From an optimization exercise on the open Yosys and OpenROAD flow, aimed at small area; shortcuts taken in it are not production practice. Function was checked by simulation only, so behaviour that the tests miss may differ from the original.

Setup of run A:
Design fma_pipeline, start of the top module:
module fma_pipeline #(
    parameter FP = 32,
    parameter FPexp = 8,
    parameter FPfrac = 23
    )(
    input   wire                    clk,
    input   wire                    rst_n,
    input   wire                    valid_in,
    input   wire    [FP - 1 : 0]    A_in,
    input   wire    [FP - 1 : 0]    B_in,
    input   wire    [FP - 1 : 0]    C_in,
    output  wire                    valid_out,
    output  wire    [FP - 1 : 0]    F_out
    );
Size in the first run: roughly 220 flip-flops, ~130 I/O pins, roughly 28000 µm² of cells after synthesis.
==> flow/config.mk <==
export PLATFORM = sky130hd
export DESIGN_NAME = fma_pipeline
export DESIGN_NICKNAME = fma_pipeline
export VERILOG_FILES = /design/flow/design.v
export SDC_FILE = /design/flow/constraint.sdc
export NUM_CORES = 4
export LEC_CHECK = 0
export CAP_MARGIN = 20
export CORE_MARGIN = 2
export CORE_UTILIZATION = 40
export CTS_BUF_LIST = sky130_fd_sc_hd__clkbuf_8
export SLEW_MARGIN = 20
export SYNTH_HIERARCHICAL = 1
==> flow/constraint.sdc <==
create_clock -name core_clock -period 10.5 [get_ports {clk}]
set_input_delay 2.1000 -clock core_clock [delete_from_list [all_inputs] [get_ports {clk}]]
set_output_delay 2.1000 -clock core_clock [all_outputs]
set_load 0.01 [all_outputs]
standard.sh (not shown) runs the stock make flow with config.mk's settings and CLKGATE_MAP_FILE= SYNTH_SCRIPT=/design/flow/synth_recipe.tcl, a recipe that flattens the netlist after the stock synthesis.
==> flow/flow/run.sh <==
#!/bin/bash
# Own layout flow: the standard flow, except that the final technology
# mapping in synthesis uses an area-oriented ABC script (area.abc) with a delay
# target. Everything else (synthesis passes, register names, floorplan, power
# grid, placement, CTS, routing) is the standard flow.
set -uo pipefail
HERE=$(pwd)
FLOWDIR=$HERE/flow
ABC_D=$(cat $FLOWDIR/abc_delay_ps)
sed -e "s/{D}/$ABC_D/g" $FLOWDIR/area.abc > $HERE/area_d.abc

# synthesis script: the standard flow's, with yosys' abc command wrapped to use our script
cat > $HERE/my_synth.tcl <<EOT
proc abc {args} {
  set out {}
  set i 0
  while {\$i < [llength \$args]} {
    set a [lindex \$args \$i]
    if {\$a eq "-script"} {
      incr i
      lappend out -script $HERE/area_d.abc
    } elseif {\$a eq "-D"} {
      incr i
      lappend out -D $ABC_D
    } else {
      lappend out \$a
    }
    incr i
  }
  if {[lsearch -exact \$out -D] < 0} { lappend out -D $ABC_D }
  yosys abc {*}\$out
}
source $HERE/synth_recipe.tcl
EOT

sed -e "s#SYNTH_SCRIPT=[^ ]*#SYNTH_SCRIPT=$HERE/my_synth.tcl#" standard.sh > $HERE/my_standard.sh
bash $HERE/my_standard.sh synth > $HERE/synth.log 2>&1 || { echo "synthesis failed"; tail -20 $HERE/synth.log; exit 1; }
export BUFFER_PORTS_ARGS="-buffer_cell sky130_fd_sc_hd__buf_1"
bash standard.sh > $HERE/layout.log 2>&1 || { echo "layout failed"; tail -20 $HERE/layout.log; exit 1; }
==> flow/flow/abc_delay_ps <==
7000
==> flow/flow/area.abc <==
strash
dch
map -D {D}
topo
buffer -c
upsize -c -D {D}
dnsize -c -D {D}
--- input diff run A..run B ---
Settings: CTS_BUF_LIST no longer set, was sky130_fd_sc_hd__clkbuf_8.
-- flow/flow/run.sh --
<<< run A, line 36
sed -e "s#SYNTH_SCRIPT=[^ ]*#SYNTH_SCRIPT=$HERE/my_synth.tcl#" standard.sh > $HERE/my_standard.sh
bash $HERE/my_standard.sh synth > $HERE/synth.log 2>&1 || { echo "synthesis failed"; tail -20 $HERE/synth.log; exit 1; }
export BUFFER_PORTS_ARGS="-buffer_cell sky130_fd_sc_hd__buf_1"
bash standard.sh > $HERE/layout.log 2>&1 || { echo "layout failed"; tail -20 $HERE/layout.log; exit 1; }
>>> run B, line 36
sed -e "s#SYNTH_SCRIPT=[^ ]*#SYNTH_SCRIPT=$HERE/my_synth.tcl#" standard.sh > $HERE/my_standard.sh
bash $HERE/my_standard.sh synth > $HERE/synth.log 2>&1 || { echo "synthesis failed"; tail -20 $HERE/synth.log; exit 1; }
bash standard.sh > $HERE/layout.log 2>&1 || { echo "layout failed"; tail -20 $HERE/layout.log; exit 1; }
==> flow/flow/area.abc <==
strash
dch
amap
topo
==> summary.txt <==
In the tables for run A and run B, initial antenna violation count reads higher with run B. Run B vs. run A: via count went up by about 7%.
Input-level comparison between run C and run B:
-- flow/flow/run.sh --
<<< run B, line 36
sed -e "s#SYNTH_SCRIPT=[^ ]*#SYNTH_SCRIPT=$HERE/my_synth.tcl#" standard.sh > $HERE/my_standard.sh
bash $HERE/my_standard.sh synth > $HERE/synth.log 2>&1 || { echo "synthesis failed"; tail -20 $HERE/synth.log; exit 1; }
bash standard.sh > $HERE/layout.log 2>&1 || { echo "layout failed"; tail -20 $HERE/layout.log; exit 1; }
>>> run C, line 36
sed -e "s#SYNTH_SCRIPT=[^ ]*#SYNTH_SCRIPT=$HERE/my_synth.tcl#" standard.sh > $HERE/my_standard.sh
bash $HERE/my_standard.sh synth > $HERE/synth.log 2>&1 || { echo "synthesis failed"; tail -20 $HERE/synth.log; exit 1; }
export BUFFER_PORTS_ARGS="-buffer_cell sky130_fd_sc_hd__buf_1"
bash standard.sh > $HERE/layout.log 2>&1 || { echo "layout failed"; tail -20 $HERE/layout.log; exit 1; }
==> flow/flow/area.abc <==
strash
dch
map -D {D}
topo
buffer -c
upsize -c -D {D}
dnsize -c -D {D}
==> summary.txt <==
Run C vs run B — instance count on the critical path rose 31%. Run C against run B: fraction of final layout cells sized beyond drive strength 1 shrank by 7.6 points, number of global-route vias before repair shrank by 2.5%, proportion of synthesized flip-flops having asynchronous set or reset held steady, sum of met2 wire segment lengths after detailed routing held steady. Run B and run C ended up with roughly the same register cell area after layout. Compared with run B, run C shows a lower worst hold slack across all endpoints. Changes observed in run C relative to run B: die outline width rose by 2.5%, cell count fell by about 1.7%, routed length on met1 fell by about 8%. Most common library cell in the layout ignoring fill and taps: sky130_fd_sc_hd__nor2_1 -> run B, sky130_fd_sc_hd__nand2_1 -> run C.
Changes in run D relative to run C:
Settings: CORE_UTILIZATION: 40 -> 60; PLACE_DENSITY: unset -> 0.72.
==> comparison <==
Run C | stages: all done | timing, DRC, antenna: all pass
Run D: all stages complete, timing, DRC and antenna checks passed
Relative to run C, fraction of met2 tracks used by global routing has increased by 19 points in run D.
Run comparison: run D critical path's slowest cell sky130_fd_sc_hd__or4_1; run C critical path's slowest cell sky130_fd_sc_hd__o21ai_4
Run D vs. run C: area of the core went down by 23000 µm².
Run C has higher number of search-and-repair iterations in the first detailed-routing pass than run D.
Comparing run C and run D, critical path data arrival time is lower on run C.
Where wire length is concerned, run C is outperformed by run D.
Critical path depth: run C and run D compared, lower one is run D

==> static timing again, ports no longer ideal <==
The flow's constraints put no driver on any port. The routed layouts listed below were extracted and timed again, unchanged, in two steps. Step 1: set_driving_cell puts a clkbuf_16 on clk and a buf_2 on each other input, an assumption about the parent block. Step 2 times the ports against the registers' clock, not the clock port: input delays grow and output delays shrink by t, the midpoint of the rising clock arrivals with the driver on. Three values: ideal ports, drivers, drivers and shift; two values: the first two.
| run | t (ns) | setup slack, ns | clock arrival spread, ns | worst data-port slew with drivers (ns) |
|---|---|---|---|---|
| run A | 0.597 | 0.818 / 0.818 / 0.582 | 0.031 / 0.031 | 0.16 |
| run B | 0.568 | 0.462 / 0.489 / -0.079 | 0.012 / 0.012 | 0.12 |
| run C | 0.572 | 0.816 / 0.816 / 0.575 | 0.022 / 0.021 | 0.15 |
| run D | 0.564 | 0.520 / 0.550 / -0.014 | 0.032 / 0.032 | 0.14 |
Met with ideal ports but missed after step 2: setup timing in run B and run D. For run B, which loses most, drivers alone change the setup slack by +0.027 ns; drivers and shift together by -0.541 ns.
